Background: an optimization exercise with open tools, aiming at small area. Do not read the settings as production practice. Function was checked by simulation only, so behaviour that the tests miss may differ from the original. The flow treats the clock pin as an ideal source. Dropping or thinning the clock tree relies on that and would not hold on a real chip. Power and IR drop assume default switching activity.

## kof_top
module kof_top(input wire clk, input wire rst, input wire [3:0] btn, input wire ps2d, ps2c,
			input wire [7:0] sw, output wire [3:0] an, output wire [7:0] segment,
			output wire hsync, vsync, output wire [2:0] rgb);
Size in the first run: ~9400 um^2 of cells after synthesis.
Settings: LEC_CHECK=0, CAP_MARGIN=20, CORE_MARGIN=2, CORE_UTILIZATION=40, SLEW_MARGIN=20, SYNTH_MEMORY_MAX_BITS=131072; clock period 20.0 ns.
standard.sh (not shown) runs the stock make flow with config.mk's settings and CLKGATE_MAP_FILE= SYNTH_SCRIPT=/design/flow/synth_recipe.tcl, a recipe that flattens the netlist after the stock synthesis.
==> flow/flow/run.sh <==
#!/bin/bash
# Standard synthesis, then the combinational logic is re-mapped for area with a stronger ABC
# script (registers, their names and cell types are kept), then the standard layout flow.
set -euo pipefail
LIB=$FLOW_HOME/platforms/sky130hd/lib/sky130_fd_sc_hd__tt_025C_1v80.lib
RES=orfs/results/sky130hd/kof_top/base
bash standard.sh synth > synth.log 2>&1
cp $RES/1_2_yosys.v std_synth.v
python3 flow/mk_techmap.py $LIB > cells_comb.v
DU=$(sed -n '/DONT_USE_CELLS/,/^$/p' $FLOW_HOME/platforms/sky130hd/config.mk | grep -o "sky130_fd_sc_hd__[a-z0-9_]*" | sed 's/^/-dont_use /' | tr '\n' ' ')
cat > remap.ys <<EOS
read_liberty -lib $LIB
read_verilog std_synth.v
hierarchy -check -top kof_top
techmap -map cells_comb.v
techmap
opt -purge
abc -liberty $LIB $DU -script flow/deep.abc
splitnets
opt_clean -purge
hilomap -singleton -hicell sky130_fd_sc_hd__conb_1 HI -locell sky130_fd_sc_hd__conb_1 LO
insbuf -buf sky130_fd_sc_hd__buf_4 A X
opt_clean -purge
tee -o remap_stat.txt stat -liberty $LIB
write_verilog -noattr -nohex -nodec remap.v
EOS
yosys -s remap.ys > remap.log 2>&1
cp remap.v $RES/1_2_yosys.v
rm -f $RES/1_synth.odb $RES/1_synth.sdc
bash standard.sh finish > finish.log 2>&1
==> flow/flow/deep.abc <==
strash
&get -n
&deepsyn -T 120
&put
dch -f
amap
Other scripts of this flow, unchanged in this note and not shown: flow/flow/mk_techmap.py
The first run produced a clean layout.
==> next run, changes <==
==> flow/flow/run.sh (replaced) <==
#!/bin/bash
# Standard synthesis; then the combinational logic is re-mapped for area with a stronger ABC
# script (registers, their names and cell types are kept), trying a few ABC seeds in parallel
# and keeping the smallest; then the standard layout flow, with small port buffers and a
# clock tree without dummy loads.
set -euo pipefail
LIB=$FLOW_HOME/platforms/sky130hd/lib/sky130_fd_sc_hd__tt_025C_1v80.lib
RES=orfs/results/sky130hd/kof_top/base
T=${DEEPSYN_T:-300}
bash standard.sh synth > synth.log 2>&1
cp $RES/1_2_yosys.v std_synth.v
python3 flow/mk_techmap.py $LIB > cells_comb.v
DU=$(sed -n '/DONT_USE_CELLS/,/^$/p' $FLOW_HOME/platforms/sky130hd/config.mk | grep -o "sky130_fd_sc_hd__[a-z0-9_]*" | sed 's/^/-dont_use /' | tr '\n' ' ')
for S in 0 1 2 3; do
  cat > deep_$S.abc <<EOS
strash
&get -n
&deepsyn -T $T -S $S
&put
dch -f
amap
EOS
  cat > remap_$S.ys <<EOS
read_liberty -lib $LIB
read_verilog std_synth.v
hierarchy -check -top kof_top
techmap -map cells_comb.v
techmap
opt -purge
abc -liberty $LIB $DU -script deep_$S.abc
splitnets
opt_clean -purge
hilomap -singleton -hicell sky130_fd_sc_hd__conb_1 HI -locell sky130_fd_sc_hd__conb_1 LO
insbuf -buf sky130_fd_sc_hd__buf_4 A X
opt_clean -purge
tee -o remap_stat_$S.txt stat -liberty $LIB
write_verilog -noattr -nohex -nodec remap_$S.v
EOS
  yosys -s remap_$S.ys > remap_$S.log 2>&1 &
done
wait
BEST=$(for S in 0 1 2 3; do echo "$(grep 'Chip area' remap_stat_$S.txt | awk '{print $NF}') $S"; done | sort -g | head -1 | awk '{print $2}')
echo "areas:"; grep 'Chip area' remap_stat_*.txt; echo "best seed $BEST"
cp remap_$BEST.v $RES/1_2_yosys.v
rm -f $RES/1_synth.odb $RES/1_synth.sdc
bash standard.sh BUFFER_PORTS_ARGS="-buffer_cell sky130_fd_sc_hd__buf_1" \
  CTS_ARGS="-sink_clustering_enable -repair_clock_nets -dont_use_dummy_load" finish > finish.log 2>&1
- CORE_UTILIZATION: 40 -> 60
removed: flow/flow/deep.abc
Fmax rose by a few percent.
Flip-flop and latch count is unchanged.
Global-route usage is higher by 10 points.
Area after synthesis is lower by a few percent.

---

kof_top, a different RTL version from the one above (not shown whole).
For scale: roughly 1,200 cells after synthesis, about 33 I/O pins.
export LEC_CHECK = 0
export CAP_MARGIN = 20
export CORE_MARGIN = 2
export CORE_UTILIZATION = 60
export SLEW_MARGIN = 20
export SYNTH_MEMORY_MAX_BITS = 131072
create_clock -name core_clock -period 20.0 [get_ports {clk}]
==> flow/flow/run.sh <==
#!/bin/bash
# Standard synthesis; then the combinational logic is re-mapped for area with a stronger ABC
# script (registers, their names and cell types are kept): a few deepsyn seeds run in
# parallel, each result is mapped a few ways, and the smallest netlist is kept. Then the
# standard layout flow, with small port buffers and a smaller clock tree.
set -euo pipefail
LIB=$FLOW_HOME/platforms/sky130hd/lib/sky130_fd_sc_hd__tt_025C_1v80.lib
RES=orfs/results/sky130hd/kof_top/base
T=${DEEPSYN_T:-600}
W=$PWD
bash standard.sh synth > synth.log 2>&1
cp $RES/1_2_yosys.v std_synth.v
python3 flow/mk_techmap.py $LIB > cells_comb.v
DU=$(sed -n '/DONT_USE_CELLS/,/^$/p' $FLOW_HOME/platforms/sky130hd/config.mk | grep -o "sky130_fd_sc_hd__[a-z0-9_]*" | sed 's/^/-dont_use /' | tr '\n' ' ')
remap() {  # remap NAME SCRIPT
  cat > remap_$1.ys <<EOS
read_liberty -lib $LIB
read_verilog std_synth.v
hierarchy -check -top kof_top
techmap -map cells_comb.v
techmap
opt -purge
abc -liberty $LIB $DU -script $2
splitnets
opt_clean -purge
hilomap -singleton -hicell sky130_fd_sc_hd__conb_1 HI -locell sky130_fd_sc_hd__conb_1 LO
insbuf -buf sky130_fd_sc_hd__buf_4 A X
opt_clean -purge
tee -o remap_stat_$1.txt stat -liberty $LIB
write_verilog -noattr -nohex -nodec remap_$1.v
EOS
  yosys -s remap_$1.ys > remap_$1.log 2>&1 || true
}
for S in 0 1 2 3; do
  printf 'strash\n&get -n\n&deepsyn -T %s -S %s\n&put\nwrite_blif %s/deep_%s.blif\ndch -f\namap\n' $T $S $W $S > s${S}_a.abc
  remap s${S}_a s${S}_a.abc &
done
wait
for S in 0 1 2 3; do
  printf 'read_blif %s/deep_%s.blif\nstrash\namap\n' $W $S > s${S}_b.abc
  printf 'read_blif %s/deep_%s.blif\nstrash\namap -F 5 -A 5\n' $W $S > s${S}_c.abc
  printf 'read_blif %s/deep_%s.blif\nstrash\ndch -f\namap -F 5 -A 5\n' $W $S > s${S}_d.abc
  for V in b c d; do remap s${S}_$V s${S}_$V.abc & done
done
wait
grep 'Chip area' remap_stat_*.txt > remap_areas.txt || true
BEST=$(for f in remap_stat_*.txt; do a=$(grep 'Chip area' $f | awk '{print $NF}'); n=${f#remap_stat_}; n=${n%.txt}; [ -n "$a" ] && [ -s remap_$n.v ] && echo "$a $n"; done | sort -g | head -1 | awk '{print $2}')
echo "best $BEST" >> remap_areas.txt
cp remap_$BEST.v $RES/1_2_yosys.v
rm -f $RES/1_synth.odb $RES/1_synth.sdc
# clock tree: after ORFS's CTS, flow/clock_tree.tcl rebuilds it as one clkbuf_8 root driving
# CT_NB clkbuf_8 buffers, each driving one positional cluster of flip-flops
export CT_NB=12 CT_LEAF=sky130_fd_sc_hd__clkbuf_8 CT_ROOT=sky130_fd_sc_hd__clkbuf_8
bash standard.sh BUFFER_PORTS_ARGS="-buffer_cell sky130_fd_sc_hd__buf_1" \
  CTS_ARGS="-sink_clustering_enable -repair_clock_nets -dont_use_dummy_load -buf_list sky130_fd_sc_hd__clkbuf_8" \
  POST_CTS_TCL=$W/flow/clock_tree.tcl finish > finish.log 2>&1
Other scripts of this flow, unchanged in this note and not shown: flow/flow/clock_tree.tcl, flow/flow/mk_techmap.py
Then changed:
--- a/flow/flow/run.sh
+++ b/flow/flow/run.sh
@@ -1,11 +1,8 @@
 #!/bin/bash
-# Standard synthesis; then the combinational logic is re-mapped for area with a stronger ABC
-# script (registers, their names and cell types are kept): a few deepsyn seeds run in
-# parallel, each result is mapped a few ways, and the smallest netlist is kept. Then the
-# standard layout flow, with small port buffers and a smaller clock tree.
 set -euo pipefail
 LIB=$FLOW_HOME/platforms/sky130hd/lib/sky130_fd_sc_hd__tt_025C_1v80.lib
 RES=orfs/results/sky130hd/kof_top/base
-T=${DEEPSYN_T:-600}
+T=${DEEPSYN_T:-300}
+T2=${DEEPSYN_T2:-300}
 W=$PWD
 bash standard.sh synth > synth.log 2>&1
@@ -32,14 +29,26 @@
   yosys -s remap_$1.ys > remap_$1.log 2>&1 || true
 }
+best_of() {  # print the name of the smallest remap_<name>.v among the given names
+  for n in "$@"; do a=$(grep 'Chip area' remap_stat_$n.txt 2>/dev/null | awk '{print $NF}'); [ -n "$a" ] && [ -s remap_$n.v ] && echo "$a $n"; done | sort -g | head -1 | awk '{print $2}'
+}
+# round 1: deepsyn from the standard netlist, 4 seeds
 for S in 0 1 2 3; do
-  printf 'strash\n&get -n\n&deepsyn -T %s -S %s\n&put\nwrite_blif %s/deep_%s.blif\ndch -f\namap\n' $T $S $W $S > s${S}_a.abc
-  remap s${S}_a s${S}_a.abc &
+  printf 'strash\n&get -n\n&deepsyn -T %s -S %s\n&put\nwrite_blif %s/deep_r1_%s.blif\namap\n' $T $S $W $S > r1_$S.abc
+  remap r1_$S r1_$S.abc &
 done
 wait
-for S in 0 1 2 3; do
-  printf 'read_blif %s/deep_%s.blif\nstrash\namap\n' $W $S > s${S}_b.abc
-  printf 'read_blif %s/deep_%s.blif\nstrash\namap -F 5 -A 5\n' $W $S > s${S}_c.abc
-  printf 'read_blif %s/deep_%s.blif\nstrash\ndch -f\namap -F 5 -A 5\n' $W $S > s${S}_d.abc
-  for V in b c d; do remap s${S}_$V s${S}_$V.abc & done
+B1=$(best_of r1_0 r1_1 r1_2 r1_3); B1=${B1#r1_}
+# round 2: deepsyn again from round 1's best, 4 other seeds
+for S in 4 5 6 7; do
+  printf 'read_blif %s/deep_r1_%s.blif\nstrash\n&get -n\n&deepsyn -T %s -S %s\n&put\nwrite_blif %s/deep_r2_%s.blif\namap\n' $W $B1 $T2 $S $W $S > r2_$S.abc
+  remap r2_$S r2_$S.abc &
+done
+wait
+# each round-2 result mapped a few more ways
+for S in 4 5 6 7; do
+  printf 'read_blif %s/deep_r2_%s.blif\nstrash\ndch -f\namap\n' $W $S > r2_${S}_b.abc
+  printf 'read_blif %s/deep_r2_%s.blif\nstrash\namap -F 5 -A 5\n' $W $S > r2_${S}_c.abc
+  printf 'read_blif %s/deep_r2_%s.blif\nstrash\ndch -f\namap -F 5 -A 5\n' $W $S > r2_${S}_d.abc
+  for V in b c d; do remap r2_${S}_$V r2_${S}_$V.abc & done
 done
 wait
Effect:
- hold slack degrades by 17 ps
- first-iteration DRC count rose by 14%
- via count fell by 1.3%
- sequential share of layout area increases by 0.27 points
- die area goes down by 0.80%
In every run of this note, the design's own scripts or RTL, not TritonCTS, make the clock network.

---

kof_top, a different RTL version from the one above (not shown whole).
For scale: about 1,200 cells after synthesis, ~0.0085 mm^2 of cells after synthesis.
==> flow/design.v (excerpt) <==
module kof_top(input wire clk, input wire rst, input wire [3:0] btn, input wire ps2d, ps2c,
			input wire [7:0] sw, output wire [3:0] an, output wire [7:0] segment,
			output wire hsync, vsync, output wire [2:0] rgb);
==> flow/config.mk <==
export PLATFORM = sky130hd
export DESIGN_NAME = kof_top
export DESIGN_NICKNAME = kof_top
export VERILOG_FILES = /design/flow/design.v
export SDC_FILE = /design/flow/constraint.sdc
export NUM_CORES = 4
export LEC_CHECK = 0
export CAP_MARGIN = 20
export CORE_MARGIN = 2
export CORE_UTILIZATION = 60
export SLEW_MARGIN = 20
export SYNTH_MEMORY_MAX_BITS = 131072
==> flow/constraint.sdc <==
create_clock -name core_clock -period 20.0 [get_ports {clk}]
set_input_delay 4.0000 -clock core_clock [delete_from_list [all_inputs] [get_ports {clk}]]
set_output_delay 4.0000 -clock core_clock [all_outputs]
set_load 0.01 [all_outputs]
==> flow/flow/run.sh <==
#!/bin/bash
# Standard synthesis; then the combinational logic is re-mapped for area with a stronger ABC
# script (registers, their names and cell types are kept), trying a few ABC seeds in parallel
# and keeping the smallest; then the standard layout flow, with small port buffers and a
# clock tree without dummy loads.
set -euo pipefail
LIB=$FLOW_HOME/platforms/sky130hd/lib/sky130_fd_sc_hd__tt_025C_1v80.lib
RES=orfs/results/sky130hd/kof_top/base
T=${DEEPSYN_T:-300}
bash standard.sh synth > synth.log 2>&1
cp $RES/1_2_yosys.v std_synth.v
python3 flow/mk_techmap.py $LIB > cells_comb.v
DU=$(sed -n '/DONT_USE_CELLS/,/^$/p' $FLOW_HOME/platforms/sky130hd/config.mk | grep -o "sky130_fd_sc_hd__[a-z0-9_]*" | sed 's/^/-dont_use /' | tr '\n' ' ')
for S in 0 1 2 3; do
  cat > deep_$S.abc <<EOS
strash
&get -n
&deepsyn -T $T -S $S
&put
dch -f
amap
EOS
  cat > remap_$S.ys <<EOS
read_liberty -lib $LIB
read_verilog std_synth.v
hierarchy -check -top kof_top
techmap -map cells_comb.v
techmap
opt -purge
abc -liberty $LIB $DU -script deep_$S.abc
splitnets
opt_clean -purge
hilomap -singleton -hicell sky130_fd_sc_hd__conb_1 HI -locell sky130_fd_sc_hd__conb_1 LO
insbuf -buf sky130_fd_sc_hd__buf_4 A X
opt_clean -purge
tee -o remap_stat_$S.txt stat -liberty $LIB
write_verilog -noattr -nohex -nodec remap_$S.v
EOS
  yosys -s remap_$S.ys > remap_$S.log 2>&1 &
done
wait
BEST=$(for S in 0 1 2 3; do echo "$(grep 'Chip area' remap_stat_$S.txt | awk '{print $NF}') $S"; done | sort -g | head -1 | awk '{print $2}')
echo "areas:"; grep 'Chip area' remap_stat_*.txt; echo "best seed $BEST"
cp remap_$BEST.v $RES/1_2_yosys.v
rm -f $RES/1_synth.odb $RES/1_synth.sdc
bash standard.sh BUFFER_PORTS_ARGS="-buffer_cell sky130_fd_sc_hd__buf_1" \
  CTS_ARGS="-sink_clustering_enable -repair_clock_nets -dont_use_dummy_load" finish > finish.log 2>&1
Other scripts of this flow, unchanged in this note and not shown: flow/flow/mk_techmap.py
The first run produced a clean layout.
Rerun with:
--- a/flow/flow/run.sh
+++ b/flow/flow/run.sh
@@ -47 +47 @@
-  CTS_ARGS="-sink_clustering_enable -repair_clock_nets -dont_use_dummy_load" finish > finish.log 2>&1
+  CTS_ARGS="-sink_clustering_enable -repair_clock_nets -dont_use_dummy_load -buf_list sky130_fd_sc_hd__clkbuf_8" finish > finish.log 2>&1
After rerunning: Sequential share of layout area is higher by 0.70 points; final cell count stays the same; total power went down by 14%; setup slack gains 0.078 ns; routed wire length drops by 1.6%; cell area fell by 2.1%; area after synthesis is unchanged.
Rerun with:
--- a/flow/flow/run.sh
+++ b/flow/flow/run.sh
@@ -3,3 +3,3 @@
-# script (registers, their names and cell types are kept), trying a few ABC seeds in parallel
-# and keeping the smallest; then the standard layout flow, with small port buffers and a
-# clock tree without dummy loads.
+# script (registers, their names and cell types are kept): a few deepsyn seeds run in
+# parallel, each result is mapped a few ways, and the smallest netlist is kept. Then the
+# standard layout flow, with small port buffers and a clock tree without dummy loads.
@@ -9,0 +10 @@
+W=$PWD
@@ -14,10 +15,2 @@
-for S in 0 1 2 3; do
-  cat > deep_$S.abc <<EOS
-strash
-&get -n
-&deepsyn -T $T -S $S
-&put
-dch -f
-amap
-EOS
-  cat > remap_$S.ys <<EOS
+remap() {  # remap NAME SCRIPT
+  cat > remap_$1.ys <<EOS
@@ -30 +23 @@
-abc -liberty $LIB $DU -script deep_$S.abc
+abc -liberty $LIB $DU -script $2
@@ -36,2 +29,2 @@
-tee -o remap_stat_$S.txt stat -liberty $LIB
-write_verilog -noattr -nohex -nodec remap_$S.v
+tee -o remap_stat_$1.txt stat -liberty $LIB
+write_verilog -noattr -nohex -nodec remap_$1.v
@@ -39 +32,5 @@
-  yosys -s remap_$S.ys > remap_$S.log 2>&1 &
+  yosys -s remap_$1.ys > remap_$1.log 2>&1 || true
+}
+for S in 0 1 2 3; do
+  printf 'strash\n&get -n\n&deepsyn -T %s -S %s\n&put\nwrite_blif %s/deep_%s.blif\ndch -f\namap\n' $T $S $W $S > s${S}_a.abc
+  remap s${S}_a s${S}_a.abc &
@@ -42,2 +39,10 @@
-BEST=$(for S in 0 1 2 3; do echo "$(grep 'Chip area' remap_stat_$S.txt | awk '{print $NF}') $S"; done | sort -g | head -1 | awk '{print $2}')
-echo "areas:"; grep 'Chip area' remap_stat_*.txt; echo "best seed $BEST"
+for S in 0 1 2 3; do
+  printf 'read_blif %s/deep_%s.blif\nstrash\namap\n' $W $S > s${S}_b.abc
+  printf 'read_blif %s/deep_%s.blif\nstrash\namap -F 5 -A 5\n' $W $S > s${S}_c.abc
+  printf 'read_blif %s/deep_%s.blif\nstrash\ndch -f\namap -F 5 -A 5\n' $W $S > s${S}_d.abc
+  for V in b c d; do remap s${S}_$V s${S}_$V.abc & done
+done
+wait
+grep 'Chip area' remap_stat_*.txt > remap_areas.txt || true
+BEST=$(for f in remap_stat_*.txt; do a=$(grep 'Chip area' $f | awk '{print $NF}'); n=${f#remap_stat_}; n=${n%.txt}; [ -n "$a" ] && [ -s remap_$n.v ] && echo "$a $n"; done | sort -g | head -1 | awk '{print $2}')
+echo "best $BEST" >> remap_areas.txt
=>
- The new run ran to the end with no violations
- power climbs by 1.4%
- first-iteration DRC count came out higher by 27%
- worst setup slack improves by 0.38 ns

port drivers added, routing unchanged:
How much do the figures lean on ideal ports? The routed layouts below were timed once more, with nothing changed but the port constraints. Step 1 assumes that a clkbuf_16 drives the clock port and a buf_2 every other input. Step 2 adds t to the input delays and takes it off the output delays; t is the mean of the earliest and latest rising clock arrival at the registers after step 1. Input paths then give back, and output paths get back, about the clock's delay inside the block. Slacks: ideal ports / drivers / drivers and shift; pairs: ideal ports / drivers.
run	t, ns	setup WS [ns]	clock arrival spread, ns	worst data-port slew with drivers (ns)	cell pins on the clock port's net
the first run of note 1	0.479	12.959 / 12.912 / 13.165	0.016 / 0.016	0.03	1
the second run of note 1	0.462	13.137 / 13.092 / 13.018	0.033 / 0.033	0.03	1
the first run of note 2	0.504	13.028 / 13.028 / 13.028	0.055 / 0.055	0.03	1
the second run of note 2	0.467	12.699 / 12.699 / 12.699	0.036 / 0.036	0.03	1
the first run of note 3	0.463	12.687 / 12.687 / 12.687	0.030 / 0.030	0.03	1
the second run of note 3	0.485	12.765 / 12.765 / 12.765	0.042 / 0.043	0.04	1
the third run of note 3	0.488	13.145 / 13.105 / 13.153	0.030 / 0.030	0.03	1
After both steps every run listed still meets setup and hold. The setup slack of the second run of note 1, which loses most, moves by -0.045 ns with the drivers and by -0.119 ns with both steps.
